From an optimization exercise on the open Yosys and OpenROAD flow, aimed at small area, a short achievable clock period and few clock cycles per item; shortcuts taken in it are not production practice. Function was checked by simulation only, so behaviour that the tests miss may differ from the original.

## flow/config.mk

```make
export PLATFORM = sky130hd
export DESIGN_NAME = circuit8
export DESIGN_NICKNAME = circuit8
export VERILOG_FILES = /design/flow/design.v
export SDC_FILE = /design/flow/constraint.sdc
export NUM_CORES = 4
export LEC_CHECK = 0
export CAP_MARGIN = 20
export CORE_MARGIN = 2
export CORE_UTILIZATION = 25
export SETUP_SLACK_MARGIN = 5
export SLEW_MARGIN = 20
```

## flow/constraint.sdc

```tcl
create_clock -name core_clock -period 250.0 [get_ports {clk}]
set_input_delay 50.0000 -clock core_clock [delete_from_list [all_inputs] [get_ports {clk}]]
set_output_delay 50.0000 -clock core_clock [all_outputs]
set_load 0.01 [all_outputs]
```

## flow/design.v

```verilog
module DEC(a, d);
    parameter DATAWIDTH = 8;
    input  [DATAWIDTH-1:0] a;
    output [DATAWIDTH-1:0] d;
    wire [DATAWIDTH:0] bw;
    assign bw[0] = 1'b1;
    genvar i;
    generate
        for (i = 0; i < DATAWIDTH; i = i + 1) begin : b
            assign d[i] = a[i] ^ bw[i];
            assign bw[i+1] = bw[i] & ~a[i];
        end
    endgenerate
endmodule
module INC(a, d);
    parameter DATAWIDTH = 8;
    input  [DATAWIDTH-1:0] a;
    output [DATAWIDTH-1:0] d;
    wire [DATAWIDTH:0] cy;
    assign cy[0] = 1'b1;
    genvar i;
    generate
        for (i = 0; i < DATAWIDTH; i = i + 1) begin : b
            assign d[i] = a[i] ^ cy[i];
            assign cy[i+1] = cy[i] & a[i];
        end
    endgenerate
endmodule
module MOD(NR, C, first, cnt, nrk, idx);
    parameter K = 8;
    localparam NG = (64 + K - 1) / K;
    localparam DW = 64 + K - 1;
    localparam SB = (NG > 32) ? 6 : (NG > 16) ? 5 : (NG > 8) ? 4 : (NG > 4) ? 3 : 2;
    input  [63:0]     NR;
    input  [63:0]     C;
    input             first;
    input  [5:0]      cnt;
    output reg [63:0] nrk;
    output reg [5:0]  idx;
    function [5:0] lzg;
        input [63:0] x;
        integer i;
        reg [K*NG-1:0] xe;
        begin
            xe = {x, {(K*NG-64){1'b0}}};
            lzg = NG - 1;
            for (i = NG - 1; i >= 0; i = i - 1)
                if (|xe[K*NG-1-K*i -: K]) lzg = i;
        end
    endfunction
    localparam B = 4, NB = 64 / B, LB = 4;
    function [64:0] add;
        input [63:0] a, b;
        reg [63:0] p, g;
        reg [NB-1:0] bg, bp;
        reg [64:0] cy;
        reg gt;
        integer l, j, k;
        begin
            p = a ^ b;
            g = a & b;
            for (j = 0; j < NB; j = j + 1) begin
                gt = g[B*j];
                for (k = 1; k < B; k = k + 1)
                    gt = g[B*j+k] | (p[B*j+k] & gt);
                bg[j] = gt;
                bp[j] = &p[B*j +: B];
            end
            for (l = 0; l < LB; l = l + 1)
                for (j = (2 << l) - 1; j < NB; j = j + (2 << l)) begin
                    bg[j] = bg[j] | (bp[j] & bg[j - (1 << l)]);
                    bp[j] = bp[j] & bp[j - (1 << l)];
                end
            for (l = LB - 2; l >= 0; l = l - 1)
                for (j = (3 << l) - 1; j < NB; j = j + (2 << l)) begin
                    bg[j] = bg[j] | (bp[j] & bg[j - (1 << l)]);
                    bp[j] = bp[j] & bp[j - (1 << l)];
                end
            cy[0] = 1'b0;
            for (j = 0; j < NB; j = j + 1) begin
                for (k = 0; k < B - 1; k = k + 1)
                    cy[B*j+k+1] = g[B*j+k] | (p[B*j+k] & cy[B*j+k]);
                cy[B*j+B] = bg[j];
            end
            add = {cy[64], p ^ cy[63:0]};
        end
    endfunction
    reg [6:0]    gw;
    reg [DW-1:0] dsh;
    reg [64:0]   t;
    reg [DW-1:0] dv;
    integer i;
    always @* begin
        gw  = {1'b0, lzg(C)} - {1'b0, lzg(~NR)};
        idx = first ? (gw[6] ? 6'd0 : gw[5:0]) : cnt;
        dsh = {C, {(K-1){1'b0}}};
        for (i = 0; i < SB; i = i + 1)
            if (idx[i]) dsh = dsh << (K << i);
        nrk = NR;
        for (i = 0; i < K; i = i + 1) begin
            dv = dsh >> i;
            t = add(nrk, dv[63:0]);
            if (!t[64] && (dv >> 64) == 0)
                nrk = t[63:0];
        end
    end
endmodule
`timescale 1ns / 1ps
module COMP(a, b, gt, lt, eq);
    parameter DATAWIDTH = 2;
    input [DATAWIDTH-1:0] a, b;
    output reg gt, lt, eq;
    always @ (a, b) begin
        gt <= 0; lt <= 0; eq <= 0;
        if(a > b)
            gt <= 1;
        else if(a < b) 
            lt <= 1;
        else 
            eq <= 1;
    end
endmodule
`timescale 1ns / 1ps
module MUX2x1(a, b, sel, d);
    parameter DATAWIDTH = 2;
    input [DATAWIDTH-1:0] a, b;
    input sel;
    output reg [DATAWIDTH-1:0] d;
    always @ (a, b, sel) begin
        if(~sel)
            d <= a;
        else
            d <= b;
    end
endmodule
`timescale 1ns / 1ps
module REG(d, clk, rst, q);
    parameter DATAWIDTH = 16;
    input [DATAWIDTH-1:0] d;
    input clk, rst;
    output reg [DATAWIDTH-1:0] q;
    always @(posedge clk) begin
        if(rst)
            q <= 0;
        else 
            q <= d;
    end
endmodule
module circuit8(a, b, c, zero, clk, rst, start, z, done);
    input [63:0] a, b, c, zero;
    input clk, rst;
    input start;
    output [63:0] z;
    output done;
    localparam K  = 8;                 
    reg         busy, first, done_r;
    reg  [5:0]  cnt;                   
    reg  [63:0] Zr;                    
    reg  [63:0] NR;                    
    reg  [63:0] ZR;                    
    reg  [63:0] C;                     
    wire [63:0] nrk;
    wire [5:0]  idx;
    MOD #(.K(K)) steps (.NR(NR), .C(C), .first(first), .cnt(cnt), .nrk(nrk), .idx(idx));
    wire fin = (idx == 6'd0);
    wire eq = (nrk == ~ZR);
    wire [63:0] am1, cp1;
    DEC #(.DATAWIDTH(64)) dec0 (.a(Zr), .d(am1));
    INC #(.DATAWIDTH(64)) inc0 (.a(C), .d(cp1));
    wire [63:0] res = eq ? am1 : cp1;
    always @(posedge clk) begin
        if (start) begin
            Zr <= a;
            NR <= ~a;
            C  <= c;
            ZR <= zero;
        end else begin
            NR <= nrk;
            if (busy && fin) Zr <= res;
        end
    end
    always @(posedge clk) begin
        if (rst) begin
            busy <= 1'b0;
            done_r <= 1'b0;
            first <= 1'b0;
            cnt <= 6'd0;
        end else if (start) begin
            busy <= 1'b1;
            done_r <= 1'b0;
            first <= 1'b1;
            cnt <= 6'd0;
        end else begin
            first <= 1'b0;
            cnt <= idx - 6'd1;
            done_r <= busy & fin;
            if (fin) busy <= 1'b0;
        end
    end
    assign z = Zr;
    assign done = done_r;
endmodule
```

## flow/run.sh

```bash
#!/bin/bash
# synth_recipe.tcl (not shown) runs the flow's synth.tcl, then flattens the netlist and writes it again
# the make line also repeats each setting of config.mk as NAME=value (left out here)
make -C /OpenROAD-flow-scripts/flow DESIGN_CONFIG=/design/flow/config.mk WORK_HOME=/design/flow/orfs CLKGATE_MAP_FILE= SYNTH_SCRIPT=/design/flow/synth_recipe.tcl finish
```

==> summary.md, run 1 <==
| Metric | Value |
|---|---|
| Setup TNS | 0 ps |
| DRT antenna net count | 0 |
| Largest net degree at the start of global routing | 103 |
| Design area | 51,220 sq um |
| Endpoint type of the worst setup path | flip-flop |
| Pins Over Slew Limit | 0 |
| # hold bufs at CTS | 0 |
| Util after Layout | 29.05% |
| Via count | 43,920 |
| Core area | 176,300 sq um |
| Max-Cap Viols | 0 |
| Final setup viols | 0 |
| Max stage delay on crit path | 800 ps |
| Hold Vio Cnt, Final | 0 |
| PnR worst setup slack | 198,020 ps |
| Post-Synthesis Cells | 5,203 |
| Placed insts | 7,700 |
| Die Span Y | 425.5 microns |
| Number of H-tree levels | 2 |
| Largest area contributor in the netlist | ha_1 |
| Ys Warns | 2 |
| Iteration-0 DRC Markers | 5,320 |
| Distinct cells, synth | 93 |
| Post-synth EDFFs | 192 |
| CP Cell Sequence | buf_8, buf_4, nand2b_1, o31ai_1 |
| WL/cell | 29.55 microns |
| First-pass GRT wire length | 318,300 microns |
| Slowest CP cell | buf_4 |
| Count leader, synth | ha_1 |
| CTS tree | yes |
| Hold crit path type | reg2reg |
| Post-detail-place hpwl | 188,300 microns |
| Mean Syn Cell Area | 8.538 sq um |
| Synth Flop Type | edfxtp_1 |
| Total gr overflow | 0 |
| Synth Register Bits | 265 |
| Min Tclk post-route | 51,980 ps |
| Area after DPL | 50,050 sq um |
| Status | finished clean |
| Yosys top cell area share | 16.90% |
| Post-CTS Setup Repair Bufs | 0 |
| Sink Count | 265 |
| Post-Syn Area | 44,420 sq um |
| Slew margin rel. | 13.35% |
| Synth async-reset ratio | 0% |
| Layout cells sized above 1 | 5.681% |
| Drt via density | 5.651 |
| Worst r2r src | NR[24]$_DFF_P_ |
| Num ports | 324 |
| Post-route DRC violation count | 0 |
| Resized cells post-CTS | 0 |
| Die ar. | 181,100 sq um |
| CP max FO | 102 |
| Die Wd | 425.5 microns |
| Worst skew pair latency | 620 ps |
| Critical path origin | start |
| TritonCTS Buffers | 34 |
| Register area share after synthesis | 16.27% |
| Max clock buf depth | 3 |
| Fillers | 18,710 |
| Initial antenna violation count | 27 |
| Clk pin slew, worst setup/hold paths | 60 ps |
| Startpoint Class | primary input |
| Nets@finish | 6,616 |
| Slew @ Worst Pin | 1295 ps |
| Post-Route WL | 229,700 microns |
| GRT Total Usage | 24.59% |
| Initial Util | 25.20% |
| RSZ-0062 raised after global routing | no |
| Commonest cells post-synth | ha_1 (600), inv_1 (566), nand2_1 (495) |
| Fin cells | 7,772 |
| Vias in the first global route | 42,070 |
| Clock root buffer | clkbuf_16 |
| Drt first pass iters | 6 |
| Fin crit share | 20.79% |
| Kind of critical path | in2reg |
| CP Data Required Time | 250,420 ps |
| Synth area leaders | ha_1 (17%), fa_1 (16%), edfxtp_1 (13%) |
| Worst-case clock skew | 22.12 ps |
| Final RePlAce weighted congestion | 1.068 |
| Setup Slack @ Placement | 197,460 ps |
| Port bufs | 259 |
| Critical path arrival | 52,400 ps |
| Beginning of the worst hold path | busy$_SDFFE_PP0P_ |
| F_max | 0.01924 GHz |
| Area grow syn2layout | 15.31% |
| Row count | 154 |
## placed cells by master, fill, tap and decap left out, types with 152 or more instances in the layout
cell type,count
edfxtp_1,192
ha_1,600
a21oi_1,361
clkdlybuf4s50_1,258
mux2i_1,152
inv_1,565
fa_1,361
nand2_1,489
o21ai_0,239
nor2_1,388
## metrics by stage
stage | hold WS, ps
after detailed placement | 500.8
after global routing | 564.9
final | 518.8
after floorplan | 457.0
after CTS | 514.9
after global placement | 471.3
## final timing paths
path,slack (ps),to,cells after the start
worst max-delay path,198020,NR[47]$_DFF_P_,4
worst min-delay path,520,busy$_SDFFE_PP0P_,2
worst max register to register,201220,Zr[26]$_DFFE_PP_,132
worst min register to register,520,busy$_SDFFE_PP0P_,2
## worst max-delay path: cells and delay by family
family,cells,cell delay [ps]
compound gates,1,400
buf+inv,2,1310
simple gates,1,590
## cell families (layout without fill, tap and decap cells)
logic type / count (synthesis) / count (layout) / synth area share [%]
buf+inv: 788 / 1007 / 7.019
fa+ha+maj: 961 / 961 / 33.17
mux: 182 / 182 / 4.236
compound gates: 1338 / 1338 / 19.68
flops: 265 / 265 / 16.27
other cells: 0 / 10 / 0
simple gates: 1501 / 1501 / 16.31
xor+xnor: 168 / 168 / 3.312
## registers in the layout, summed over array words and instances, names as in the netlist
signal	flops
C	64
NR	64
ZR	64
Zr	64
cnt	6
busy	1
done_r	1
first	1
## area by class of cell
cell class / instances / area [sq um] / share of cell area [%]
Inverter: 573 / 2151 / 4.199
Antenna cell: 10 / 25.02 / 0.04886
Clock inverter: 21 / 257.7 / 0.5032
Multi-Input combinational cell: 4150 / 34290 / 66.94
Timing Repair Buffer: 372 / 3458 / 6.752
Clock buffer: 41 / 887.1 / 1.732
Sequential cell: 265 / 7227 / 14.11
Tap cell: 2340 / 2928 / 5.716
## routing by layer
| layer | share of wire, % | global-route usage, % |
|---|---|---|
| met4 | 8.9 | 17.92 |
| met3 | 10 | 5.578 |
| met2 | 43 | 37.38 |
| met5 | 0.075 | 0 |
| met1 | 38 | 30.46 |
Testbench counts, summed over its fixed seeds: cycles 51,579, items 12,000.
==> run 2, diff against run 1 <==
--- a/flow/design.v
+++ b/flow/design.v
@@ -50,5 +50,6 @@
     endfunction
-    localparam B = 4, NB = 64 / B, LB = 4;
+    localparam B = 2, NB = 64 / B, LB = 5;
     function [64:0] add;
         input [63:0] a, b;
+        input        ci;
         reg [63:0] p, g;
@@ -68,2 +69,3 @@
             end
+            bg[0] = bg[0] | (bp[0] & ci);
             for (l = 0; l < LB; l = l + 1)
@@ -78,3 +80,3 @@
                 end
-            cy[0] = 1'b0;
+            cy[0] = ci;
             for (j = 0; j < NB; j = j + 1) begin
@@ -91,2 +93,3 @@
     reg [DW-1:0] dv;
+    reg [63:0]   x;
     integer i;
@@ -98,9 +101,14 @@
             if (idx[i]) dsh = dsh << (K << i);
-        nrk = NR;
+        x = NR;
         for (i = 0; i < K; i = i + 1) begin
             dv = dsh >> i;
-            t = add(nrk, dv[63:0]);
-            if (!t[64] && (dv >> 64) == 0)
-                nrk = t[63:0];
-        end
+            if (i % 2 == 0) begin
+                t = add(x, dv[63:0], 1'b0);
+                x = (!t[64] && (dv >> 64) == 0) ? ~t[63:0] : ~x;
+            end else begin
+                t = add(x, ~dv[63:0], 1'b1);
+                x = (t[64] && (dv >> 64) == 0) ? ~t[63:0] : ~x;
+            end
+        end
+        nrk = (K % 2 == 0) ? x : ~x;
     end
@@ -171,3 +179,3 @@
     always @(posedge clk) begin
-        if (start) begin
+        if (!busy) begin
             Zr <= a;
@@ -178,3 +186,3 @@
             NR <= nrk;
-            if (busy && fin) Zr <= res;
+            if (fin) Zr <= res;
         end
--- a/flow/config.mk
+++ b/flow/config.mk
@@ -10,2 +10,3 @@
 export CORE_UTILIZATION = 25
+export CTS_BUF_LIST = sky130_fd_sc_hd__clkbuf_4 sky130_fd_sc_hd__clkbuf_8
 export SETUP_SLACK_MARGIN = 5
==> summary.md, run 2 <==
| Metric | Value |
|---|---|
| Vias in the first global route | 37,270 (was 42,070) |
| Resized cells post-CTS | 0 (unchanged) |
| Slowest CP cell | clkdlybuf4s50_1 (was buf_4) |
| Max-Cap Viols | 0 (unchanged) |
| Compound-gate portion of the synthesized area | 21.31% (was 19.68%) |
| Via count | 38,670 (was 43,920) |
| Buffers and inverters on the worst path | 1 (was 2) |
| Endpoint type of the worst setup path | output pin (was flip-flop) |
| Drt first pass iters | 8 (was 6) |
| Worst-case clock skew | 44.68 ps (was 22.12 ps) |
| # hold bufs at CTS | 0 (unchanged) |
| Kind of critical path | reg2out (was in2reg) |
| CP Cell Sequence | clkdlybuf4s50_1 (was buf_8, buf_4, nand2b_1, o31ai_1) |
| GRT Total Usage | 19.59% (was 24.59%) |
| Nets@finish | 6,176 (was 6,616) |
| Post-Syn Area | 41,520 sq um (was 44,420 sq um) |
| Sink Count | 265 (unchanged) |
| Area grow syn2layout | 14.84% (was 15.31%) |
| Synth area leaders | ha_1 (18%), edfxtp_1 (14%), fa_1 (11%) (was ha_1 (17%), fa_1 (16%), edfxtp_1 (13%)) |
| Worst r2r src | NR[9]$_DFF_P_ (was NR[24]$_DFF_P_) |
| Fin cells | 7,303 (was 7,772) |
| Ys Warns | 2 (unchanged) |
| Largest area contributor in the netlist | ha_1 (unchanged) |
| Final setup viols | 0 (unchanged) |
| Post-CTS Setup Repair Bufs | 0 (unchanged) |
| Post-route DRC violation count | 0 (unchanged) |
| Mux share of post-synthesis cell area | 5.134% (was 4.236%) |
| Critical path arrival | 1620 ps (was 52,400 ps) |
| Drt via density | 5.295 (was 5.651) |
| Number of H-tree levels | 2 (unchanged) |
| Count leader, synth | ha_1 (unchanged) |
| Die ar. | 169,400 sq um (was 181,100 sq um) |
| Die Wd | 411.6 microns (was 425.5 microns) |
| CP Data Required Time | 200,000 ps (was 250,420 ps) |
| Initial antenna violation count | 6 (was 27) |
| WL/cell | 23.48 microns (was 29.55 microns) |
| Port bufs | 259 (unchanged) |
| Total gr overflow | 0 (unchanged) |
| Synth Flop Type | edfxtp_1 (unchanged) |
| Commonest cells post-synth | ha_1 (612), a21oi_1 (435), nand2_1 (407) (was ha_1 (600), inv_1 (566), nand2_1 (495)) |
| Post-detail-place hpwl | 144,500 microns (was 188,300 microns) |
| Num ports | 324 (unchanged) |
| Post-synth EDFFs | 192 (unchanged) |
| Placed insts | 7,225 (was 7,700) |
| CP max FO | 2 (was 102) |
| Pins Over Slew Limit | 0 (unchanged) |
| Die Span Y | 411.6 microns (was 425.5 microns) |
| Mean Syn Cell Area | 8.509 sq um (was 8.538 sq um) |
| Synth async-reset ratio | 0% (unchanged) |
| DRT antenna net count | 0 (unchanged) |
| Max stage delay on crit path | 610 ps (was 800 ps) |
| Row count | 149 (was 154) |
| Max clock buf depth | 3 (unchanged) |
| Register area share after synthesis | 17.40% (was 16.27%) |
| Distinct cells, synth | 107 (was 93) |
| Critical path origin | Zr[46]$_DFFE_PP_ (was start) |
| Initial Util | 25.17% (was 25.20%) |
| Core area | 165,000 sq um (was 176,300 sq um) |
| Status | finished clean (unchanged) |
| Startpoint Class | flip-flop (was primary input) |
| Slew margin rel. | 20.80% (was 13.35%) |
| CTS tree | yes (unchanged) |
| Hold crit path type | reg2reg (unchanged) |
| TritonCTS Buffers | 40 (was 34) |
| Fin crit share | 20.65% (was 20.79%) |
| Yosys top cell area share | 18.44% (was 16.90%) |
| Fillers | 17,480 (was 18,710) |
| Simple-Gate Fraction of Synth Area | 14.26% (was 16.31%) |
| Synth Register Bits | 265 (unchanged) |
| Adder-cell share of the synthesized area | 29.58% (was 33.17%) |
| Post-Synthesis Cells | 4,880 (was 5,203) |
| Slew @ Worst Pin | 1155 ps (was 1295 ps) |
| F_max | 0.01937 GHz (was 0.01924 GHz) |
| RSZ-0062 raised after global routing | no (unchanged) |
| Clock root buffer | clkbuf_8 (was clkbuf_16) |
| Most frequent cells in the layout | ha_1 (612), a21oi_1 (429), nand2_1 (405) (was ha_1 (600), inv_1 (565), nand2_1 (489)) |
| Min Tclk post-route | 51,620 ps (was 51,980 ps) |
| Layout cells sized above 1 | 4.873% (was 5.681%) |
| Setup TNS | 0 ps (unchanged) |
| Beginning of the worst hold path | cnt[4]$_SDFF_PP0_ (was busy$_SDFFE_PP0P_) |
| Post-Synth XOR/XNOR Area | 6.936% (was 3.312%) |
| First-pass GRT wire length | 248,200 microns (was 318,300 microns) |
| Most common cell after layout, fill and taps aside | ha_1 (unchanged) |
| Largest family of logic cells by synthesized area | adder cells (unchanged) |
| Final RePlAce weighted congestion | 1.010 (was 1.068) |
| Worst skew pair latency | 620 ps (about the same) |
| Final hold slack | 605.2 ps (was 518.8 ps) |
| Post-Route WL | 171,500 microns (was 229,700 microns) |
| Clk pin slew, worst setup/hold paths | 80 ps (was 60 ps) |
| Critical path's top delay family | buffers and inverters (unchanged) |
| Iteration-0 DRC Markers | 3,638 (was 5,320) |
| Hold Vio Cnt, Final | 0 (unchanged) |
| Largest net degree at the start of global routing | 104 (was 103) |
run 2: logic make-up (layout without fill, tap and decap cells):
logic type	count (synthesis)	in the layout
mux	210	210
flops	265	265
fa+ha+maj	847	847
buf+inv	568	793
other cells	1	10
compound gates	1414	1414
simple gates	1247	1247
xor+xnor	328	328
run 2: per-layer routing:
layer / GRT usage (%) / vias to the layer above / wire length (microns)
met5: 0 / - / 35
met4: 11.33 / 6 / 11790
met3: 2.467 / 341 / 11150
met2: 30.55 / 1559 / 74820
met1: 25.94 / 18800 / 73710
li1: - / 17960 / -
run 2: final timing paths:
check,end,slack [ps],cells past startpoint
setup / recovery,z[46],198380,1
hold / removal,cnt[4]$_SDFF_PP0_,610,3
setup reg to reg,Zr[0]$_DFFE_PP_,204570,146
hold reg to reg,cnt[4]$_SDFF_PP0_,610,3
run 2: layout make-up:
| type | count | area (sq um) | area share (%) |
|---|---|---|---|
| Multi-Input combinational cell | 4052 | 32230 | 67.59 |
| Sequential cell | 265 | 7231 | 15.16 |
| Timing Repair Buffer | 336 | 3171 | 6.648 |
| Tap cell | 2189 | 2739 | 5.743 |
| Inverter | 383 | 1443 | 3.025 |
| Clock buffer | 50 | 638.1 | 1.338 |
| Clock inverter | 24 | 225.2 | 0.4723 |
| Antenna cell | 4 | 10.01 | 0.02099 |
run 2: through the flow:
stage	setup slack, ps	area [sq um]	util [%]
after floorplan	199390	41540	-
after global placement	198580	46800	28.37
after detailed placement	198590	46800	28.37
after CTS	198340	47660	28.89
after global routing	198340	47680	28.90
final	198380	47690	28.90
Testbench counts of run 2, summed over its fixed seeds: cycles 51,579, items 12,000.
==> run 3, diff against run 2 <==
--- a/flow/config.mk
+++ b/flow/config.mk
@@ -10,3 +10,2 @@
 export CORE_UTILIZATION = 25
-export CTS_BUF_LIST = sky130_fd_sc_hd__clkbuf_4 sky130_fd_sc_hd__clkbuf_8
 export SETUP_SLACK_MARGIN = 5
==> summary.md, run 3 <==
| Metric | Value |
|---|---|
| Max stage delay on crit path | 610 ps (about the same) |
| Post-detail-place hpwl | 144,500 microns (unchanged) |
| Area grow syn2layout | 14.94% (was 14.84%) |
| Critical path's top delay family | buffers and inverters (unchanged) |
| Pins Over Slew Limit | 0 (unchanged) |
| Nets@finish | 6,163 (was 6,176) |
| PnR worst setup slack | 198,410 ps (was 198,380 ps) |
| DRT antenna net count | 0 (unchanged) |
| Register area | 7231 sq um (unchanged) |
| Slew margin rel. | 24.01% (was 20.80%) |
| Compound-gate portion of the synthesized area | 21.31% (unchanged) |
| Initial antenna violation count | 7 (was 6) |
| Sink Count | 265 (unchanged) |
| Endpoint type of the worst setup path | output pin (unchanged) |
| Hold Vio Cnt, Final | 0 (unchanged) |
| Total gr overflow | 0 (unchanged) |
| Worst skew pair latency | 600 ps (was 620 ps) |
| # hold bufs at CTS | 0 (unchanged) |
| Slowest CP cell | clkdlybuf4s50_1 (unchanged) |
| CP Cell Sequence | clkdlybuf4s50_1 (unchanged) |
| Resized cells post-CTS | 0 (unchanged) |
| Commonest cells post-synth | ha_1 (612), a21oi_1 (435), nand2_1 (407) (unchanged) |
| Number of H-tree levels | 1 (was 2) |
| Buffers and inverters on the worst path | 1 (unchanged) |
| Status | finished clean (unchanged) |
| Layout cells sized above 1 | 4.425% (was 4.873%) |
| Vias in the first global route | 37,050 (was 37,270) |
| Synth async-reset ratio | 0% (unchanged) |
| Drt first pass iters | 6 (was 8) |
| Post-synth EDFFs | 192 (unchanged) |
| Yosys top cell area share | 18.44% (unchanged) |
| Fin crit share | 20.64% (was 20.65%) |
| CP max FO | 2 (unchanged) |
| Ys Warns | 2 (unchanged) |
| Largest family of logic cells by synthesized area | adder cells (unchanged) |
| Synth Register Bits | 265 (unchanged) |
| F_max | 0.01938 GHz (was 0.01937 GHz) |
| Post-Synthesis Cells | 4,880 (unchanged) |
| GRT Total Usage | 19.57% (was 19.59%) |
| Met3 wire length | 11,330 microns (was 11,150 microns) |
| Die ar. | 169,400 sq um (unchanged) |
| Drt via density | 5.297 (was 5.295) |
| Post-CTS Setup Repair Bufs | 0 (unchanged) |
| CTS tree | yes (unchanged) |
| Met1 Routed Length | 73,900 microns (was 73,710 microns) |
| Design area | 47,730 sq um (was 47,690 sq um) |
| Fillers | 17,460 (was 17,480) |
| Post-Route WL | 171,500 microns (about the same) |
| Top layer reached by signal wires | met5 (unchanged) |
| Post-route DRC violation count | 0 (unchanged) |
| Iteration-0 DRC Markers | 3,556 (was 3,638) |
| Clk pin slew, worst setup/hold paths | 70 ps (was 80 ps) |
| RSZ-0062 raised after global routing | no (unchanged) |
| Initial Util | 25.17% (unchanged) |
| Synth Flop Type | edfxtp_1 (unchanged) |
| Adder-cell share of the synthesized area | 29.58% (unchanged) |
| Final hold slack | 613.4 ps (was 605.2 ps) |
| Num ports | 324 (unchanged) |
| Final RePlAce weighted congestion | 1.010 (unchanged) |
| Final setup viols | 0 (unchanged) |
| Port bufs | 259 (unchanged) |
| Post-Syn Area | 41,520 sq um (unchanged) |
| Worst-case clock skew | 27.37 ps (was 44.68 ps) |
| Slew @ Worst Pin | 1129 ps (was 1155 ps) |
| Register area share after synthesis | 17.40% (unchanged) |
| Kind of critical path | reg2out (unchanged) |
| Setup Slack @ Placement | 198,590 ps (unchanged) |
| Largest net degree at the start of global routing | 104 (unchanged) |
| First-pass GRT wire length | 248,300 microns (was 248,200 microns) |
| Count leader, synth | ha_1 (unchanged) |
| Clock root buffer | clkbuf_16 (was clkbuf_8) |
| Mean Syn Cell Area | 8.509 sq um (unchanged) |
| Max clock buf depth | 3 (unchanged) |
| Row count | 149 (unchanged) |
| Die Span Y | 411.6 microns (unchanged) |
| Simple-Gate Fraction of Synth Area | 14.26% (unchanged) |
| Multi-input gate area | 32,230 sq um (about the same) |
| Hold crit path type | reg2reg (unchanged) |
| Setup TNS | 0 ps (unchanged) |
| Synth area leaders | ha_1 (18%), edfxtp_1 (14%), fa_1 (11%) (unchanged) |
| Via count | 38,540 (was 38,670) |
| Max-Cap Viols | 0 (unchanged) |
| Largest area contributor in the netlist | ha_1 (unchanged) |
| Mux share of post-synthesis cell area | 5.134% (unchanged) |
| Startpoint Class | flip-flop (unchanged) |
| Most frequent cells in the layout | ha_1 (612), a21oi_1 (430), nand2_1 (405) (was ha_1 (612), a21oi_1 (429), nand2_1 (405)) |
| Met2 routed WL | 74,860 microns (was 74,820 microns) |
| Post-Synth XOR/XNOR Area | 6.936% (unchanged) |
| Most common cell after layout, fill and taps aside | ha_1 (unchanged) |
| Area after DPL | 46,800 sq um (unchanged) |
| Distinct cells, synth | 107 (unchanged) |
| CP Data Required Time | 200,000 ps (about the same) |
| TritonCTS Buffers | 26 (was 40) |
| Die Wd | 411.6 microns (unchanged) |
| Min Tclk post-route | 51,590 ps (was 51,620 ps) |
| Core area | 165,000 sq um (unchanged) |
| Critical path arrival | 1590 ps (was 1620 ps) |
| WL/cell | 23.58 microns (was 23.48 microns) |
-- run 3: cell types whose count changed in the layout (fill, tap and decap cells not counted), moves of 2 or more --
cell / before / now
clkbuf_8: 42 / 1
clkbuf_16: 0 / 27
clkbuf_4: 8 / 0
clkinv_1: 10 / 4
clkbuf_1: 0 / 4
clkinv_2: 6 / 2
diode_2: 4 / 2
-- run 3: cell type report --
| cell class | instances | share of cell area, % |
|---|---|---|
| multi-input combinational | 4052 | 67.52 |
| sequential | 265 | 15.15 |
| timing repair buffer | 337 | 6.653 |
| tap | 2189 | 5.738 |
| inverter | 383 | 3.023 |
| clock buffer | 32 | 1.476 |
| clock inverter | 16 | 0.4247 |
| antenna | 2 | 0.01049 |
-- run 3: metrics by stage --
stage	utilization [%]	instances
after CTS	28.92	7273
after detailed placement	28.37	7225
after floorplan	-	4885
final	28.93	7276
after global routing	28.93	7274
after global placement	28.37	7225
-- run 3: kinds of logic after synthesis --
family | count (synthesis)
other cells | 1
xor+xnor | 328
compound gates | 1414
simple gates | 1247
buf+inv | 568
mux | 210
fa+ha+maj | 847
flops | 265
-- run 3: path summary, 6_finish.rpt --
path	to	slack, ps	start	cells after the start
worst max-delay path	z[46]	198410	Zr[46]$_DFFE_PP_	1
worst min-delay path	cnt[4]$_SDFF_PP0_	610	cnt[4]$_SDFF_PP0_	3
worst max register to register	Zr[0]$_DFFE_PP_	204500	NR[9]$_DFF_P_	145
worst min register to register	cnt[4]$_SDFF_PP0_	610	cnt[4]$_SDFF_PP0_	3
-- run 3: layer usage --
layer,vias up,GRT usage (%)
met5,-,0
met4,8,11.27
met3,321,2.345
met2,1555,30.47
met1,18740,26.05
li1,17920,-
==> run 4, diff against run 3 <==
==> flow/flow/run.sh (new file) <==
#!/bin/bash
# Standard layout, with the port buffers made of sky130_fd_sc_hd__buf_1
# instead of the delay buffer the placer would pick.
set -e
cp standard.sh standard_sh.log
export BUFFER_PORTS_ARGS="-buffer_cell sky130_fd_sc_hd__buf_1"
bash standard.sh > standard.log 2>&1
==> flow/standard.sh (new file) <==
#!/bin/bash
# synth_recipe.tcl (not shown) runs the flow's synth.tcl, then flattens the netlist and writes it again
# the make line also repeats each setting of config.mk as NAME=value (left out here)
make -C /OpenROAD-flow-scripts/flow DESIGN_CONFIG=/design/flow/config.mk WORK_HOME=/design/flow/orfs CLKGATE_MAP_FILE= SYNTH_SCRIPT=/design/flow/synth_recipe.tcl "${@:-finish}"
removed: flow/run.sh
==> summary.md, run 4 <==
| Metric | Value |
|---|---|
| Buffers and inverters on the worst path | 1 (unchanged) |
| Status | finished clean (unchanged) |
| TritonCTS Buffers | 26 (unchanged) |
| Post-detail-place hpwl | 147,300 microns (was 144,500 microns) |
| Die Wd | 411.6 microns (unchanged) |
| Min Tclk post-route | 51,230 ps (was 51,590 ps) |
| Iteration-0 DRC Markers | 3,846 (was 3,556) |
| Clk pin slew, worst setup/hold paths | 80 ps (was 70 ps) |
| Pins Over Slew Limit | 0 (unchanged) |
| Slew margin rel. | 20.28% (was 24.01%) |
| Mean Syn Cell Area | 8.509 sq um (unchanged) |
| Initial Util | 25.17% (unchanged) |
| Most frequent cells in the layout | ha_1 (612), a21oi_1 (431), nand2_1 (405) (was ha_1 (612), a21oi_1 (430), nand2_1 (405)) |
| Synth Flop Type | edfxtp_1 (unchanged) |
| Drt via density | 5.332 (was 5.297) |
| Die ar. | 169,400 sq um (unchanged) |
| Final setup viols | 0 (unchanged) |
| Post-synth EDFFs | 192 (unchanged) |
| Synth Register Bits | 265 (unchanged) |
| Fin crit share | 20.49% (was 20.64%) |
| RSZ-0062 raised after global routing | no (unchanged) |
| Max clock buf depth | 3 (unchanged) |
| Resized cells post-CTS | 0 (unchanged) |
| GRT Total Usage | 20.03% (was 19.57%) |
| Clock root buffer | clkbuf_16 (unchanged) |
| Commonest cells post-synth | ha_1 (612), a21oi_1 (435), nand2_1 (407) (unchanged) |
| FF-to-FF path depth | 141 (was 145) |
| Post-Synthesis Cells | 4,880 (unchanged) |
| Synth area leaders | ha_1 (18%), edfxtp_1 (14%), fa_1 (11%) (unchanged) |
| Kind of critical path | reg2out (unchanged) |
| Total gr overflow | 0 (unchanged) |
| Number of H-tree levels | 1 (unchanged) |
| Post-CTS Setup Repair Bufs | 0 (unchanged) |
| Critical path's top delay family | flip-flops (was buffers and inverters) |
| CP Cell Sequence | buf_1 (was clkdlybuf4s50_1) |
| Initial antenna violation count | 2 (was 7) |
| F_max | 0.01952 GHz (was 0.01938 GHz) |
| Vias in the first global route | 37,220 (was 37,050) |
| CP max FO | 2 (unchanged) |
| Port bufs | 259 (unchanged) |
| Sink Count | 265 (unchanged) |
| # hold bufs at CTS | 0 (unchanged) |
| Synth async-reset ratio | 0% (unchanged) |
| Via count | 38,830 (was 38,540) |
| Die Span Y | 411.6 microns (unchanged) |
| DRT antenna net count | 0 (unchanged) |
| Ys Warns | 2 (unchanged) |
| Row count | 149 (unchanged) |
| Largest area contributor in the netlist | ha_1 (unchanged) |
| Setup TNS | 0 ps (unchanged) |
| Count leader, synth | ha_1 (unchanged) |
| Core area | 165,000 sq um (unchanged) |
| CTS tree | yes (unchanged) |
| Hold Vio Cnt, Final | 0 (unchanged) |
| Startpoint Class | flip-flop (unchanged) |
| Max stage delay on crit path | 380 ps (was 610 ps) |
| CP Data Required Time | 200,000 ps (about the same) |
| Area grow syn2layout | 11.11% (was 14.94%) |
| Slowest CP cell | edfxtp_1 (was clkdlybuf4s50_1) |
| Post-Syn Area | 41,520 sq um (unchanged) |
| Num ports | 324 (unchanged) |
| Critical path arrival | 1230 ps (was 1590 ps) |
| Worst path depth | 1 (unchanged) |
| Fillers | 17,710 (was 17,460) |
| Post-route DRC violation count | 0 (unchanged) |
| Post-Route WL | 175,500 microns (was 171,500 microns) |
| WL/cell | 24.10 microns (was 23.58 microns) |
| Nets@finish | 6,165 (was 6,163) |
| First-pass GRT wire length | 253,200 microns (was 248,300 microns) |
| Worst-case clock skew | 32.90 ps (was 27.37 ps) |
| Util after Layout | 27.97% (was 28.93%) |
| Distinct cells, synth | 107 (unchanged) |
| Most common cell after layout, fill and taps aside | ha_1 (unchanged) |
| Worst skew pair latency | 610 ps (was 600 ps) |
| Layout cells sized above 1 | 4.521% (was 4.425%) |
| Register area share after synthesis | 17.40% (unchanged) |
| Hold crit path type | reg2reg (unchanged) |
| Yosys top cell area share | 18.44% (unchanged) |
| Largest net degree at the start of global routing | 129 (was 104) |
| Max-Cap Viols | 0 (unchanged) |
| Slew @ Worst Pin | 1193 ps (was 1129 ps) |
| Endpoint type of the worst setup path | output pin (unchanged) |
| Final RePlAce weighted congestion | 1.029 (was 1.010) |
| Drt first pass iters | 6 (unchanged) |
| Worst hold path depth | 3 (unchanged) |
==> run 4: area by class of cell <==
class	instances	area (sq um)	share of cell area (%)
multi-input cells	4052	32220	69.83
flip-flops and latches	265	7231	15.67
repair buffers	339	1570	3.403
well taps	2189	2739	5.936
clock inverters	17	217.7	0.4719
clock buffers	31	700.7	1.519
diodes	7	17.52	0.03797
inverters	383	1443	3.127
==> run 4: path summary, 6_finish.rpt <==
check | startpoint | endpoint | slack (ps)
setup / recovery | Zr[51]$_DFFE_PP_ | z[51] | 198770
hold / removal | cnt[4]$_SDFF_PP0_ | cnt[4]$_SDFF_PP0_ | 590
setup reg to reg | NR[9]$_DFF_P_ | Zr[0]$_DFFE_PP_ | 203420
hold reg to reg | cnt[4]$_SDFF_PP0_ | cnt[4]$_SDFF_PP0_ | 590
==> run 4: cell families (layout without fill, tap and decap cells) <==
group / Yosys count / after routing / synth area share (%)
multiplexers: 210 / 210 / 5.134
buffers and inverters: 568 / 770 / 5.369
adder cells (fa/ha/maj): 847 / 847 / 29.58
AO/OA/AOI/OAI: 1414 / 1414 / 21.31
other: 1 / 13 / 0.009031
AND/OR/NAND/NOR: 1247 / 1247 / 14.26
XOR/XNOR: 328 / 328 / 6.936
flip-flops: 265 / 265 / 17.40
==> run 4: worst reg2reg max path, delay by kind of cell, from the launching register on <==
family	cells	cell delay [ps]
buf+inv	13	4200
fa+ha+maj	13	5090
simple gates	46	13920
xor+xnor	2	350
compound gates	63	20720
flops	1	450
mux	4	1590
==> run 4: per-stage QoR <==
stage	area, sq um	instances	hold slack, ps	setup WS (ps)
6_report	46140	7283	593.7	198770
5_1_grt	46120	7276	612.4	198720
4_1_cts	46120	7276	591.3	198730
3_5_place_dp	45200	7228	575.0	198970
3_3_place_gp	45190	7226	557.2	198950
2_1_floorplan	41540	4885	535.6	199390
==> run 4: metal layers <==
layer  vias to the layer above  routed length (microns)  GRT usage [%]
met5                         -                       26              0
met4                         4                    11980          11.40
met3                       353                    12520          2.345
met2                      1682                    77560          31.82
met1                     18840                    73410          26.22
li1                      17960                        -              -
==> run 5, diff against run 4 <==
--- a/flow/config.mk
+++ b/flow/config.mk
@@ -7,3 +7,3 @@
 export LEC_CHECK = 0
-export CAP_MARGIN = 20
+export CAP_MARGIN = 0
 export CORE_MARGIN = 2
@@ -11,2 +11,2 @@
 export SETUP_SLACK_MARGIN = 5
-export SLEW_MARGIN = 20
+export SLEW_MARGIN = 0
==> summary.md, run 5 <==
| Metric | Value |
|---|---|
| Post-detail-place hpwl | 147,300 microns (about the same) |
| Nets@finish | 6,163 (was 6,165) |
| GRT Total Usage | 20.05% (was 20.03%) |
| Worst path depth | 1 (unchanged) |
| Hold crit path type | reg2reg (unchanged) |
| FF-to-FF path depth | 142 (was 141) |
| TritonCTS Buffers | 26 (unchanged) |
| Max-Cap Viols | 0 (unchanged) |
| Largest net degree at the start of global routing | 129 (unchanged) |
| Resized cells post-CTS | 0 (unchanged) |
| Post-Route WL | 175,600 microns (was 175,500 microns) |
| R2R Path End | Zr[0]$_DFFE_PP_ (unchanged) |
| Final setup viols | 0 (unchanged) |
| Critical path's top delay family | flip-flops (unchanged) |
| Drt via density | 5.344 (was 5.332) |
| CP max FO | 2 (unchanged) |
| Grt met1 use | 26.38% (was 26.22%) |
| Beginning of the worst hold path | cnt[4]$_SDFF_PP0_ (unchanged) |
| Vias in the first global route | 37,230 (was 37,220) |
| F_max | 0.01953 GHz (was 0.01952 GHz) |
| Critical path arrival | 1210 ps (was 1230 ps) |
| Worst skew pair latency | 600 ps (was 610 ps) |
| PnR worst setup slack | 198,800 ps (was 198,770 ps) |
| Initial antenna violation count | 1 (was 2) |
| Min Tclk post-route | 51,210 ps (was 51,230 ps) |
| Initial Util | 25.17% (unchanged) |
| Die Wd | 411.6 microns (unchanged) |
| Count leader, synth | ha_1 (unchanged) |
| Most frequent cells in the layout | ha_1 (612), a21oi_1 (430), nand2_1 (405) (was ha_1 (612), a21oi_1 (431), nand2_1 (405)) |
| Buffers and inverters on the worst path | 1 (unchanged) |
| Slew @ Worst Pin | 1305 ps (was 1193 ps) |
| Port bufs | 259 (unchanged) |
| Synth area leaders | ha_1 (18%), edfxtp_1 (14%), fa_1 (11%) (unchanged) |
| Slowest CP cell | edfxtp_1 (unchanged) |
| Clk pin slew, worst setup/hold paths | 70 ps (was 80 ps) |
| Clock root buffer | clkbuf_16 (unchanged) |
| Yosys top cell area share | 18.44% (unchanged) |
| Core area | 165,000 sq um (unchanged) |
| Worst r2r src | NR[8]$_DFF_P_ (was NR[9]$_DFF_P_) |
| RSZ-0062 raised after global routing | no (unchanged) |
| Via count | 38,890 (was 38,830) |
| Pins Over Slew Limit | 0 (unchanged) |
| Final RePlAce weighted congestion | 1.029 (unchanged) |
| Post-Synthesis Cells | 4,880 (unchanged) |
| CP Cell Sequence | buf_1 (unchanged) |
| Slew margin rel. | 12.06% (was 20.28%) |
| Max stage delay on crit path | 370 ps (was 380 ps) |
| Worst hold path depth | 3 (unchanged) |
| Endpoint type of the worst setup path | output pin (unchanged) |
| GR peak layer | met2 (unchanged) |
| Synth async-reset ratio | 0% (unchanged) |
| Total gr overflow | 0 (unchanged) |
| CP Data Required Time | 200,000 ps (about the same) |
| Fin crit share | 20.48% (was 20.49%) |
| Startpoint Class | flip-flop (unchanged) |
| Max clock buf depth | 3 (unchanged) |
| Util after Layout | 27.95% (was 27.97%) |
| Post-route DRC violation count | 0 (unchanged) |
| First-pass GRT wire length | 253,000 microns (was 253,200 microns) |
| End of the critical path | z[53] (was z[51]) |
| Distinct cells, synth | 107 (unchanged) |
| Most common cell after layout, fill and taps aside | ha_1 (unchanged) |
| Post-Syn Area | 41,520 sq um (unchanged) |
| Status | finished clean (unchanged) |
| Num ports | 324 (unchanged) |
| Post-synth EDFFs | 192 (unchanged) |
| Drt first pass iters | 6 (unchanged) |
| Setup Slack @ Placement | 198,960 ps (was 198,970 ps) |
| Synth Register Bits | 265 (unchanged) |
| Largest area contributor in the netlist | ha_1 (unchanged) |
| DRT antenna net count | 0 (unchanged) |
| Setup TNS | 0 ps (unchanged) |
| Hold Vio Cnt, Final | 0 (unchanged) |
| Synth Flop Type | edfxtp_1 (unchanged) |
| Number of H-tree levels | 1 (unchanged) |
| Mean Syn Cell Area | 8.509 sq um (unchanged) |
| Global routing usage on met3 | 2.119% (was 2.345%) |
| Register area share after synthesis | 17.40% (unchanged) |
| # hold bufs at CTS | 0 (unchanged) |
| Kind of critical path | reg2out (unchanged) |
| Row count | 149 (unchanged) |
| Iteration-0 DRC Markers | 3,886 (was 3,846) |
| Die ar. | 169,400 sq um (unchanged) |
| R2R Setup Slk | 203,690 ps (was 203,420 ps) |
| WL/cell | 24.12 microns (was 24.10 microns) |
| Final hold slack | 596.6 ps (was 593.7 ps) |
| Worst-case clock skew | 33.82 ps (was 32.90 ps) |
| Commonest cells post-synth | ha_1 (612), a21oi_1 (435), nand2_1 (407) (unchanged) |
| Ys Warns | 2 (unchanged) |
| Sink Count | 265 (unchanged) |
| Met2 global-route usage | 31.61% (was 31.82%) |
| Critical path origin | Zr[53]$_DFFE_PP_ (was Zr[51]$_DFFE_PP_) |
| CTS tree | yes (unchanged) |
| Layout cells sized above 1 | 4.523% (was 4.521%) |
| Area grow syn2layout | 11.06% (was 11.11%) |
| Die Span Y | 411.6 microns (unchanged) |
| Post-CTS Setup Repair Bufs | 0 (unchanged) |
-- run 5: cell families after synthesis --
group                      synth area share, %
adders and majority gates                29.58
xor gates and xnor gates                 6.936
DFF                                      17.40
buffers and inverters                    5.369
AOI/OAI and AO/OA                        21.31
and+or+nand+nor                          14.26
muxes                                    5.134
other                                 0.009031
-- run 5: how the worst min path moves through the flow --
stage / end / slack (ps)
finish: cnt[4]$_SDFF_PP0_ / 600
global route: cnt[4]$_SDFF_PP0_ / 630
CTS: cnt[4]$_SDFF_PP0_ / 590
detailed placement: cnt[4]$_SDFF_PP0_ / 570
global placement: cnt[4]$_SDFF_PP0_ / 560
floorplan: cnt[4]$_SDFF_PP0_ / 540
-- run 5: metal layers --
layer	up-vias	routed length (microns)
met2	1651	76950
met1	18960	74490
li1	17930	-
met3	358	11540
met5	-	13
met4	2	12570
-- run 5: layout make-up --
| cell class | instances | area (sq um) |
|---|---|---|
| antenna | 4 | 10.01 |
| clock buffer | 31 | 743.2 |
| clock inverter | 17 | 171.4 |
| fill | 17670 | 118900 |
| inverter | 383 | 1443 |
| multi-input combinational | 4052 | 32220 |
| sequential | 265 | 7231 |
| tap | 2189 | 2739 |
| timing repair buffer | 337 | 1558 |
-- run 5: tightest hold or removal path: cells and delay by family, from the launching register on --
| kind | cells | cell delay, ps |
|---|---|---|
| xor+xnor | 1 | 80 |
| simple gates | 2 | 180 |
| flops | 1 | 300 |
-- run 5: through the flow --
stage | std cells | cell area (sq um)
after floorplan | 4885 | 41540
after global placement | 7226 | 45190
after detailed placement | 7226 | 45190
after CTS | 7274 | 46110
after global routing | 7274 | 46110
final | 7278 | 46120
==> run 6, diff against run 5 <==
--- a/flow/config.mk
+++ b/flow/config.mk
@@ -7,6 +7,6 @@
 export LEC_CHECK = 0
-export CAP_MARGIN = 0
+export CAP_MARGIN = 20
 export CORE_MARGIN = 2
-export CORE_UTILIZATION = 25
+export CORE_UTILIZATION = 50
 export SETUP_SLACK_MARGIN = 5
-export SLEW_MARGIN = 0
+export SLEW_MARGIN = 20
==> summary.md, run 6 <==
| Metric | Value |
|---|---|
| Status | finished clean (unchanged) |
| Row count | 105 (was 149) |
| Setup Slack @ Placement | 199,210 ps (was 198,960 ps) |
| Fin cells | 6,158 (was 7,278) |
| Synth async-reset ratio | 0% (unchanged) |
| Most common cell after layout, fill and taps aside | ha_1 (unchanged) |
| PnR worst setup slack | 198,840 ps (was 198,800 ps) |
| Layout cells sized above 1 | 4.310% (was 4.523%) |
| Final RePlAce weighted congestion | 1.006 (was 1.029) |
| First-pass GRT wire length | 233,900 microns (was 253,000 microns) |
| Endpoint type of the worst setup path | output pin (unchanged) |
| Synth Flop Type | edfxtp_1 (unchanged) |
| Total gr overflow | 0 (unchanged) |
| Placed insts | 6,106 (was 7,226) |
| Post-route DRC violation count | 0 (unchanged) |
| Port bufs | 259 (unchanged) |
| Number of H-tree levels | 1 (unchanged) |
| F_max | 0.01955 GHz (was 0.01953 GHz) |
| Startpoint Class | flip-flop (unchanged) |
| RSZ-0062 raised after global routing | no (unchanged) |
| Register area share after synthesis | 17.40% (unchanged) |
| Max stage delay on crit path | 440 ps (was 370 ps) |
| Buffers and inverters on the worst path | 1 (unchanged) |
| CP Cell Sequence | buf_1 (unchanged) |
| Kind of critical path | reg2out (unchanged) |
| Initial antenna violation count | 10 (was 1) |
| Via count | 38,350 (was 38,890) |
| Drt via density | 6.228 (was 5.344) |
| CP max FO | 2 (unchanged) |
| GRT Total Usage | 36.87% (was 20.05%) |
| Synth area leaders | ha_1 (18%), edfxtp_1 (14%), fa_1 (11%) (unchanged) |
| Num ports | 324 (unchanged) |
| Slowest CP cell | edfxtp_1 (unchanged) |
| Critical path arrival | 1160 ps (was 1210 ps) |
| Synth Register Bits | 265 (unchanged) |
| Slew @ Worst Pin | 1158 ps (was 1305 ps) |
| Max-Cap Viols | 0 (unchanged) |
| Die ar. | 85,370 sq um (was 169,400 sq um) |
| Drt first pass iters | 6 (unchanged) |
| Count leader, synth | ha_1 (unchanged) |
| Fin crit share | 20.47% (was 20.48%) |
| Slew margin rel. | 20.59% (was 12.06%) |
| Post-Route WL | 159,800 microns (was 175,600 microns) |
| Area grow syn2layout | 7.376% (was 11.06%) |
| Die Span Y | 292.2 microns (was 411.6 microns) |
| Yosys top cell area share | 18.44% (unchanged) |
| Min Tclk post-route | 51,160 ps (was 51,210 ps) |
| Post-detail-place hpwl | 133,500 microns (was 147,300 microns) |
| Post-Syn Area | 41,520 sq um (unchanged) |
| Clock root buffer | clkbuf_16 (unchanged) |
| Commonest cells post-synth | ha_1 (612), a21oi_1 (435), nand2_1 (407) (unchanged) |
| Resized cells post-CTS | 0 (unchanged) |
| Max clock buf depth | 3 (unchanged) |
| Setup TNS | 0 ps (unchanged) |
| Mean Syn Cell Area | 8.509 sq um (unchanged) |
| Ys Warns | 2 (unchanged) |
| Design area | 44,590 sq um (was 46,120 sq um) |
| Distinct cells, synth | 107 (unchanged) |
| Post-synth EDFFs | 192 (unchanged) |
| Sink Count | 265 (unchanged) |
| DRT antenna net count | 0 (unchanged) |
| Vias in the first global route | 35,690 (was 37,230) |
| Initial Util | 50.57% (was 25.17%) |
| Nets@finish | 6,161 (was 6,163) |
| Clk pin slew, worst setup/hold paths | 70 ps (about the same) |
| Die Wd | 292.2 microns (was 411.6 microns) |
| CP Data Required Time | 200,000 ps (about the same) |
| Worst skew pair latency | 560 ps (was 600 ps) |
| Worst-case clock skew | 22.91 ps (was 33.82 ps) |
| Largest net degree at the start of global routing | 100 (was 129) |
| Largest area contributor in the netlist | ha_1 (unchanged) |
| Iteration-0 DRC Markers | 4,467 (was 3,886) |
| # hold bufs at CTS | 0 (unchanged) |
| Post-Synthesis Cells | 4,880 (unchanged) |
| Core area | 82,110 sq um (was 165,000 sq um) |
| Final setup viols | 0 (unchanged) |
| Hold Vio Cnt, Final | 0 (unchanged) |
| Post-CTS Setup Repair Bufs | 0 (unchanged) |
| Hold crit path type | reg2reg (unchanged) |
| CTS tree | yes (unchanged) |
| Pins Over Slew Limit | 0 (unchanged) |
| TritonCTS Buffers | 24 (was 26) |
| Critical path's top delay family | flip-flops (unchanged) |
| Area after DPL | 43,770 sq um (was 45,190 sq um) |
| Most frequent cells in the layout | ha_1 (612), a21oi_1 (433), nand2_1 (405) (was ha_1 (612), a21oi_1 (430), nand2_1 (405)) |
| WL/cell | 25.96 microns (was 24.12 microns) |
[run 6: cell counts after synthesis]
Identical to the previous run, type by type.
[run 6: cell type report]
type / instances / area (sq um)
Inverter: 383 / 1443
Clock inverter: 17 / 161.4
Antenna cell: 7 / 17.52
Fill cell: 7926 / 37520
Timing Repair Buffer: 337 / 1558
Multi-Input combinational cell: 4052 / 32210
Clock buffer: 27 / 633.1
Sequential cell: 265 / 7231
Tap cell: 1070 / 1339
[run 6: final timing paths]
kind	start	to	slack [ps]	cells after the start
worst max-delay path	Zr[45]$_DFFE_PP_	z[45]	198840	1
worst min-delay path	cnt[4]$_SDFF_PP0_	cnt[4]$_SDFF_PP0_	600	3
worst max register to register	NR[9]$_DFF_P_	Zr[0]$_DFFE_PP_	206620	150
worst min register to register	cnt[4]$_SDFF_PP0_	cnt[4]$_SDFF_PP0_	600	3
[run 6: logic make-up (layout without fill, tap and decap cells)]
logic type	after synthesis	count (layout)	share of synthesized area, %
adders and majority gates	847	847	29.58
muxes	210	210	5.134
AOI/OAI and AO/OA	1414	1414	21.31
xor gates and xnor gates	328	328	6.936
other	1	13	0.009031
buffers and inverters	568	764	5.369
and+or+nand+nor	1247	1247	14.26
DFF	265	265	17.40
[run 6: metal layers]
metal,vias to the layer above,share of wire [%],GRT usage (%)
met3,281,9.1,4.217
li1,17950,-,-
met4,4,4.9,15.55
met5,-,0.014,0
met1,18370,45,55.26
met2,1757,41,53.21
[run 6: through the flow]
stage | util, % | hold WS, ps
final | 54.30 | 601.0
after global routing | 54.30 | 662.7
after CTS | 54.27 | 603.3
after detailed placement | 53.30 | 583.3
after global placement | 53.30 | 566.6
after floorplan | - | 535.6
==> run 7, diff against run 6 <==
--- a/flow/config.mk
+++ b/flow/config.mk
@@ -10,2 +10,4 @@
 export CORE_UTILIZATION = 50
+export CTS_CLUSTER_DIAMETER = 90
+export CTS_CLUSTER_SIZE = 25
 export SETUP_SLACK_MARGIN = 5
==> summary.md, run 7 <==
| Metric | Value |
|---|---|
| F_max | 0.01955 GHz (about the same) |
| Most common cell after layout, fill and taps aside | ha_1 (unchanged) |
| Nets@finish | 6,151 (was 6,161) |
| First-pass GRT wire length | 233,500 microns (was 233,900 microns) |
| Final hold slack | 603.4 ps (was 601.0 ps) |
| Min Tclk post-route | 51,150 ps (was 51,160 ps) |
| Critical path arrival | 1150 ps (was 1160 ps) |
| Max stage delay on crit path | 460 ps (was 440 ps) |
| Critical path's top delay family | flip-flops (unchanged) |
| Multi-input gate area | 32,210 sq um (unchanged) |
| Drt via density | 6.240 (was 6.228) |
| Post-Syn Area | 41,520 sq um (unchanged) |
| CP Cell Sequence | buf_1 (unchanged) |
| Synth area leaders | ha_1 (18%), edfxtp_1 (14%), fa_1 (11%) (unchanged) |
| Fin cells | 6,137 (was 6,158) |
| Mean Syn Cell Area | 8.509 sq um (unchanged) |
| Fin crit share | 20.46% (was 20.47%) |
| Count leader, synth | ha_1 (unchanged) |
| TritonCTS Buffers | 14 (was 24) |
| Startpoint Class | flip-flop (unchanged) |
| Setup TNS | 0 ps (unchanged) |
| Ys Warns | 2 (unchanged) |
| Sink Count | 265 (unchanged) |
| Die ar. | 85,370 sq um (unchanged) |
| Most frequent cells in the layout | ha_1 (612), a21oi_1 (433), nand2_1 (405) (unchanged) |
| Final RePlAce weighted congestion | 1.006 (unchanged) |
| # hold bufs at CTS | 0 (unchanged) |
| Worst skew pair latency | 540 ps (was 560 ps) |
| Via count | 38,290 (was 38,350) |
| Status | finished clean (unchanged) |
| Die Span Y | 292.2 microns (unchanged) |
| Post-Synthesis Cells | 4,880 (unchanged) |
| Core area | 82,110 sq um (unchanged) |
| Vias in the first global route | 35,570 (was 35,690) |
| Hold crit path type | reg2reg (unchanged) |
| Slew @ Worst Pin | 1198 ps (was 1158 ps) |
| Number of H-tree levels | 1 (unchanged) |
| Post-synth EDFFs | 192 (unchanged) |
| CP max FO | 2 (unchanged) |
| Drt first pass iters | 6 (unchanged) |
| Iteration-0 DRC Markers | 4,272 (was 4,467) |
| Resized cells post-CTS | 0 (unchanged) |
| GRT Total Usage | 36.77% (was 36.87%) |
| Num ports | 324 (unchanged) |
| Largest net degree at the start of global routing | 100 (unchanged) |
| Synth async-reset ratio | 0% (unchanged) |
| Total gr overflow | 0 (unchanged) |
| Initial antenna violation count | 11 (was 10) |
| Post-Route WL | 160,000 microns (was 159,800 microns) |
| Max clock buf depth | 3 (unchanged) |
| CTS tree | yes (unchanged) |
| Synth Flop Type | edfxtp_1 (unchanged) |
| Max-Cap Viols | 0 (unchanged) |
| DRT antenna net count | 0 (unchanged) |
| Distinct cells, synth | 107 (unchanged) |
| Register area share after synthesis | 17.40% (unchanged) |
| Post-detail-place hpwl | 133,500 microns (unchanged) |
| CP Data Required Time | 200,000 ps (about the same) |
| Pins Over Slew Limit | 0 (unchanged) |
| Worst-case clock skew | 41.94 ps (was 22.91 ps) |
| Row count | 105 (unchanged) |
| Synth Register Bits | 265 (unchanged) |
| Buffers and inverters on the worst path | 1 (unchanged) |
| Hold Vio Cnt, Final | 0 (unchanged) |
| Slew margin rel. | 19.28% (was 20.59%) |
| Area grow syn2layout | 6.460% (was 7.376%) |
| Port bufs | 259 (unchanged) |
| WL/cell | 26.07 microns (was 25.96 microns) |
| RSZ-0062 raised after global routing | no (unchanged) |
| Die Wd | 292.2 microns (unchanged) |
| Fillers | 7,960 (was 7,926) |
| Endpoint type of the worst setup path | output pin (unchanged) |
| Post-CTS Setup Repair Bufs | 0 (unchanged) |
| Post-route DRC violation count | 0 (unchanged) |
| Largest area contributor in the netlist | ha_1 (unchanged) |
| Slowest CP cell | edfxtp_1 (unchanged) |
| Yosys top cell area share | 18.44% (unchanged) |
| Register area | 7231 sq um (unchanged) |
| Kind of critical path | reg2out (unchanged) |
| Layout cells sized above 1 | 3.873% (was 4.310%) |
| Clk pin slew, worst setup/hold paths | 120 ps (was 70 ps) |
| Commonest cells post-synth | ha_1 (612), a21oi_1 (435), nand2_1 (407) (unchanged) |
| Final setup viols | 0 (unchanged) |
| Placed insts | 6,106 (unchanged) |
| Clock root buffer | clkbuf_16 (unchanged) |
| Initial Util | 50.57% (unchanged) |
## run 7: cell counts after synthesis
Identical to the previous run, type by type.
## run 7: path summary, 6_finish.rpt
kind	from	end	slack (ps)	depth (start not counted)
min	cnt[4]$_SDFF_PP0_	cnt[4]$_SDFF_PP0_	600	3
max	Zr[0]$_DFFE_PP_	z[0]	198850	1
max reg2reg	NR[9]$_DFF_P_	Zr[0]$_DFFE_PP_	206390	150
min reg2reg	cnt[4]$_SDFF_PP0_	cnt[4]$_SDFF_PP0_	600	3
## run 7: layout make-up
class	instances	share of cell area, %
Clock buffer	23	0.9170
Antenna cell	6	0.03396
Inverter	383	3.263
Timing Repair Buffer	337	3.524
Multi-Input combinational cell	4052	72.85
Sequential cell	265	16.36
Clock inverter	1	0.02547
Tap cell	1070	3.028
## run 7: metal layers
layer | track usage [%] | wire (microns) | up-vias
li1 | - | - | 17920
met1 | 55.18 | 72930 | 18360
met2 | 53.26 | 65490 | 1755
met3 | 4.148 | 14090 | 255
met4 | 15.05 | 7422 | 4
met5 | 0 | 22 | -
## run 7: logic make-up (layout without fill, tap and decap cells)
group | count (synthesis) | count (layout) | share of synthesized area (%)
buf+inv | 568 | 744 | 5.369
xor+xnor | 328 | 328 | 6.936
other cells | 1 | 12 | 0.009031
mux | 210 | 210 | 5.134
flops | 265 | 265 | 17.40
fa+ha+maj | 847 | 847 | 29.58
compound gates | 1414 | 1414 | 21.31
simple gates | 1247 | 1247 | 14.26
## run 7: through the flow
step	cell area, sq um	utilization [%]	worst slack, ps
2_1_floorplan	41540	-	199390
3_3_place_gp	43760	53.30	199180
3_5_place_dp	43770	53.30	199210
4_1_cts	44180	53.81	198840
5_1_grt	44210	53.84	198840
6_report	44210	53.84	198850

what the ideal ports hide:
In the flow no input, the clock included, has a driving cell. The finished layouts below were timed again as built, in two steps.
Step 1 (the two cells are an assumption about what drives the block):
set clk [get_ports {clk}]
set_driving_cell -lib_cell sky130_fd_sc_hd__clkbuf_16 $clk
set_driving_cell -lib_cell sky130_fd_sc_hd__buf_2 [delete_from_list [all_inputs] $clk]
Step 2, shift: input delay + t, output delay - t, t = (earliest + latest rising clock arrival at the registers) / 2. This alone moves slack from input paths to output paths.
a / b / c = ideal / step 1 / step 2; a / b = the first two.
run | t (ns) | setup slack, ns | cell pins on the clock port's net
run 1 | 0.663 | 198.016 / 198.029 / 197.365 | 1
run 2 | 0.639 | 198.379 / 198.333 / 198.513 | 1
run 3 | 0.635 | 198.408 / 198.358 / 198.509 | 1
run 4 | 0.637 | 198.774 / 198.726 / 198.884 | 1
run 5 | 0.634 | 198.795 / 198.748 / 198.881 | 1
run 6 | 0.615 | 198.836 / 198.774 / 199.160 | 1
run 7 | 0.576 | 198.848 / 198.788 / 199.151 | 1
After both steps setup and hold are still met in every run listed. The setup slack of run 1, which loses most, moves by +0.013 ns with the drivers and by -0.651 ns with both steps.
